Source: an optimization exercise on an open RTL-to-GDS flow (aim: small area). Production flows keep margins and buffers that such runs may drop.
The RTL was checked by simulation tests, not by an equivalence proof against the original design.
The flow treats the clock pin as an ideal source, which a real chip does not have.
No activity file was given, so power comes from the tool's default toggle rates.

// mch_codec
module mch_codec
(
    input   btnl,  
    input   clk,   
    input   btnr,  
    input   btnd,  
    input   [15:0] sw,
    input   rxsd,
    output  reg txsd,
    output  [6:0] seg,
    output  dp,
    output  [3:0] an,
    output  reg [15:0] led
);
Settings: LEC_CHECK=0, CAP_MARGIN=20, CORE_MARGIN=2, CORE_UTILIZATION=75, SLEW_MARGIN=20; clock period 10.0 ns.
standard.sh (not shown) runs the stock make flow with config.mk's settings and CLKGATE_MAP_FILE= SYNTH_SCRIPT=/design/flow/synth_recipe.tcl, a recipe that flattens the netlist after the stock synthesis.
==> flow/flow/run.sh <==
#!/bin/bash
# Standard ORFS layout with these changes: ports are buffered with the
# smallest buffer, CTS inserts no dummy loads, tie cells are not split per load.
set -euo pipefail
export BUFFER_PORTS_ARGS="-buffer_cell sky130_fd_sc_hd__buf_1"
export CTS_ARGS="-sink_clustering_enable -repair_clock_nets -buf_list sky130_fd_sc_hd__clkbuf_4 -dont_use_dummy_load"
export SKIP_REPAIR_TIE_FANOUT=1
bash standard.sh > standard_flow.log 2>&1
The starting point finished with timing, DRC and antenna clean.
Rerun with:
==> flow/flow/run.sh (replaced) <==
#!/bin/bash
# Standard ORFS layout with two changes: ports are buffered with the
# smallest buffer, and CTS inserts no dummy loads.
set -euo pipefail
export BUFFER_PORTS_ARGS="-buffer_cell sky130_fd_sc_hd__buf_1"
export CTS_ARGS="-sink_clustering_enable -repair_clock_nets -buf_list sky130_fd_sc_hd__clkbuf_8 -dont_use_dummy_load"
bash standard.sh > standard_flow.log 2>&1
- CORE_UTILIZATION: 75 -> 40
- CTS_BUF_LIST: unset -> sky130_fd_sc_hd__clkbuf_8
Outcome: Wire length goes up by 4.6%; first-iteration DRC count goes up by 71%; flip-flop and latch count is unchanged; critical path depth does not change.
Rerun with:
==> flow/flow/run.sh (replaced) <==
#!/bin/bash
# Standard ORFS layout with these changes: ports are buffered with the
# smallest buffer, CTS inserts no dummy loads, tie cells are not split per load.
set -euo pipefail
export BUFFER_PORTS_ARGS="-buffer_cell sky130_fd_sc_hd__buf_1"
export CTS_ARGS="-sink_clustering_enable -repair_clock_nets -buf_list sky130_fd_sc_hd__clkbuf_4 -dont_use_dummy_load"
export SKIP_REPAIR_TIE_FANOUT=1
bash standard.sh > standard_flow.log 2>&1
- CORE_UTILIZATION: 40 -> 60
- CTS_BUF_LIST: sky130_fd_sc_hd__clkbuf_8 -> unset
- PLACE_DENSITY: unset -> 0.8
Clock skew rose by 0.032 ns.
Synthesized cell count does not change.
Sequential power stays flat.
Cell count fell by 11%.
Rerun with:
==> flow/flow/run.sh (replaced) <==
#!/bin/bash
# Standard ORFS layout with two changes: ports are buffered with the
# smallest buffer, and CTS inserts no dummy loads.
set -euo pipefail
export BUFFER_PORTS_ARGS="-buffer_cell sky130_fd_sc_hd__buf_1"
export CTS_ARGS="-sink_clustering_enable -repair_clock_nets -buf_list sky130_fd_sc_hd__clkbuf_4 -dont_use_dummy_load"
bash standard.sh > standard_flow.log 2>&1
- PLACE_DENSITY: 0.8 -> unset
Outcome:
- worst hold slack gets worse by 0.0095 ns
- cell count is higher by 0.97%
- clock-buffer cell count is unchanged
- utilization rose by 0.26 points
- non-clock buffer count stays the same
- power went down by 0.54%
- worst setup slack is better by 0.027 ns
- critical path depth is unchanged
- cell area is higher by 0.39%
- die area is unchanged
- combinational power fell by about 3%
Rerun with:
==> flow/flow/run.sh (replaced) <==
#!/bin/bash
# Standard ORFS layout with two changes: ports are buffered with the
# smallest buffer, and CTS inserts no dummy loads.
set -euo pipefail
export BUFFER_PORTS_ARGS="-buffer_cell sky130_fd_sc_hd__buf_1"
export CTS_ARGS="-sink_clustering_enable -repair_clock_nets -buf_list {sky130_fd_sc_hd__clkbuf_4 sky130_fd_sc_hd__clkbuf_8} -dont_use_dummy_load"
bash standard.sh > standard_flow.log 2>&1
- CORE_UTILIZATION: 60 -> 40
- CTS_BUF_LIST: unset -> sky130_fd_sc_hd__clkbuf_8
Worst setup slack got worse by 0.022 ns.
Clock-buffer cell count stays the same.
Cell area came out higher by about 3.3%.
Rerun with:
==> flow/flow/run.sh (replaced) <==
#!/bin/bash
# Standard ORFS layout with two changes: ports are buffered with the
# smallest buffer, and CTS inserts no dummy loads.
set -euo pipefail
export BUFFER_PORTS_ARGS="-buffer_cell sky130_fd_sc_hd__buf_1"
export CTS_ARGS="-sink_clustering_enable -sink_clustering_size 40 -sink_clustering_max_diameter 300 -sink_clustering_levels 1 -buf_list sky130_fd_sc_hd__clkbuf_8 -dont_use_dummy_load -repair_clock_nets"
bash standard.sh > standard_flow.log 2>&1
Outcome: The changed run passed the timing, design-rule and antenna checks; clock-buffer cell count stays the same; clock skew is unchanged; area after synthesis does not change.


== before ==
mch_codec, a different RTL version from the one above (not shown whole).
Size: roughly 410 cells after synthesis, about 50 I/O pins.
clock: 10.0 ns
lec_check: 0
cap_margin: 20
core_margin: 2
core_utilization: 50
slew_margin: 20
==> flow/flow/run.sh <==
#!/bin/bash
# Layout = the standard ORFS flow (standard.sh), with these changes:
#  - synthesis maps logic with an area-oriented ABC script (flow/area.abc,
#    a 60 s &deepsyn AIG optimization, then area-oriented &nf mapping);
#    the synthesis script is otherwise the standard flow's own (synth_recipe.tcl);
#  - ports are buffered with the smallest buffer (buf_1);
#  - CTS inserts no dummy loads, uses clkbuf_4 under a clkbuf_16 root;
#  - tie cells are not split per load;
#  - after CTS, fix_clk.tcl sizes each clock buffer to the smallest clkbuf
#    that keeps the slew at its loads under CLK_SLEW_TARGET.
# Each tool's output goes to its own log file in this folder.
set -euo pipefail
W=$PWD
{ head -n 1 synth_recipe.tcl; cat flow/abc_area.tcl; tail -n +2 synth_recipe.tcl; } > area_synth.tcl
sed "s#SYNTH_SCRIPT=[^ ]*#SYNTH_SCRIPT=$W/area_synth.tcl#" standard.sh > area_standard.sh
grep -q "SYNTH_SCRIPT=$W/area_synth.tcl" area_standard.sh
export AREA_ABC_SCRIPT=$W/flow/area.abc
export BUFFER_PORTS_ARGS="-buffer_cell sky130_fd_sc_hd__buf_1"
export CTS_ARGS="-sink_clustering_enable -repair_clock_nets -root_buf sky130_fd_sc_hd__clkbuf_16 -buf_list sky130_fd_sc_hd__clkbuf_4 -dont_use_dummy_load"
export SKIP_REPAIR_TIE_FANOUT=1
bash area_standard.sh cts > flow_to_cts.log 2>&1
RES_DIR=orfs/results/sky130hd/mch_codec/base CLK_SLEW_TARGET=0.1 \
  openroad -no_init -exit flow/fix_clk.tcl > fix_clk.log 2>&1
bash area_standard.sh > flow_finish.log 2>&1
==> flow/flow/area.abc <==
&get -n
&st
&deepsyn -T 60
&dch
&nf -R 1000 -p
&put
Other scripts of this flow, unchanged in this note and not shown: flow/flow/abc_area.tcl, flow/flow/fix_clk.tcl
before ran to completion and came out clean on the timing, design-rule and antenna checks.
> inputs changed (before -> after)
--- a/flow/flow/run.sh
+++ b/flow/flow/run.sh
@@ -4 +4 @@
-#    a 60 s &deepsyn AIG optimization, then area-oriented &nf mapping);
+#    a 60 s &deepsyn AIG optimization, then area-oriented amap mapping);
@@ -19 +19 @@
-export CTS_ARGS="-sink_clustering_enable -repair_clock_nets -root_buf sky130_fd_sc_hd__clkbuf_16 -buf_list sky130_fd_sc_hd__clkbuf_4 -dont_use_dummy_load"
+export CTS_ARGS="-repair_clock_nets -root_buf sky130_fd_sc_hd__clkbuf_16 -buf_list sky130_fd_sc_hd__clkbuf_4 -dont_use_dummy_load"
==> flow/flow/area.abc <==
&get -n
&st
&deepsyn -T 60
&put
dch
amap
Notes after the runs:
- Every run in the comparison, before and after, completed the flow with a clean layout.
- Sort before and after by mean number of vias per cell asc -> top: before
- When after is set beside before, its final critical delay including setup and external delays turns out to be 0.90 ns larger.
- Comparing after with before, the core utilization of the finished layout came out essentially unchanged.
- Going from before to after, total power draw increased by 1.4% relative to the old numbers; total combinational power increased by about 5% relative to the old numbers.
- [after] sequential share of layout area rose 0.35 points relative to before
- after against before: critical path depth in cells stayed essentially flat; clock share of power rose by 0.7 points; wire length on met3 rose by about 20%; worst hold slack rose by 0.026 ns.

[port drivers added, routing unchanged]
In the flow no input, the clock included, has a driving cell. The finished layouts below were timed again as built, in two steps.
Step 1 assumes that a clkbuf_16 drives the clock port and a buf_2 every other input.
Step 2 also shifts input and output timing later by t, the mid clock arrival at the registers, as if the neighbouring blocks saw the same clock.
a / b / c = no drivers / after step 1 / after step 2; a / b = the first two.
| run | t, ns | slack for setup (ns) | clock arrival spread, ns |
|---|---|---|---|
| the first run of note 1 | 0.511 | 6.259 / 6.231 / 6.742 | 0.050 / 0.050 |
| the second run of note 1 | 0.459 | 6.266 / 6.231 / 6.690 | 0.024 / 0.024 |
| the third run of note 1 | 0.513 | 6.261 / 6.229 / 6.742 | 0.048 / 0.048 |
| the fourth run of note 1 | 0.499 | 6.288 / 6.259 / 6.758 | 0.036 / 0.035 |
| the fifth run of note 1 | 0.459 | 6.266 / 6.231 / 6.690 | 0.024 / 0.024 |
| the sixth run of note 1 | 0.459 | 6.266 / 6.231 / 6.690 | 0.024 / 0.024 |
| before | 0.361 | 6.969 / 6.932 / 7.148 | 0.035 / 0.034 |
| after | 0.360 | 6.065 / 6.029 / 6.388 | 0.048 / 0.047 |
After both steps every run listed still meets setup and hold. The worst setup slack also covers recovery checks on asynchronous resets.
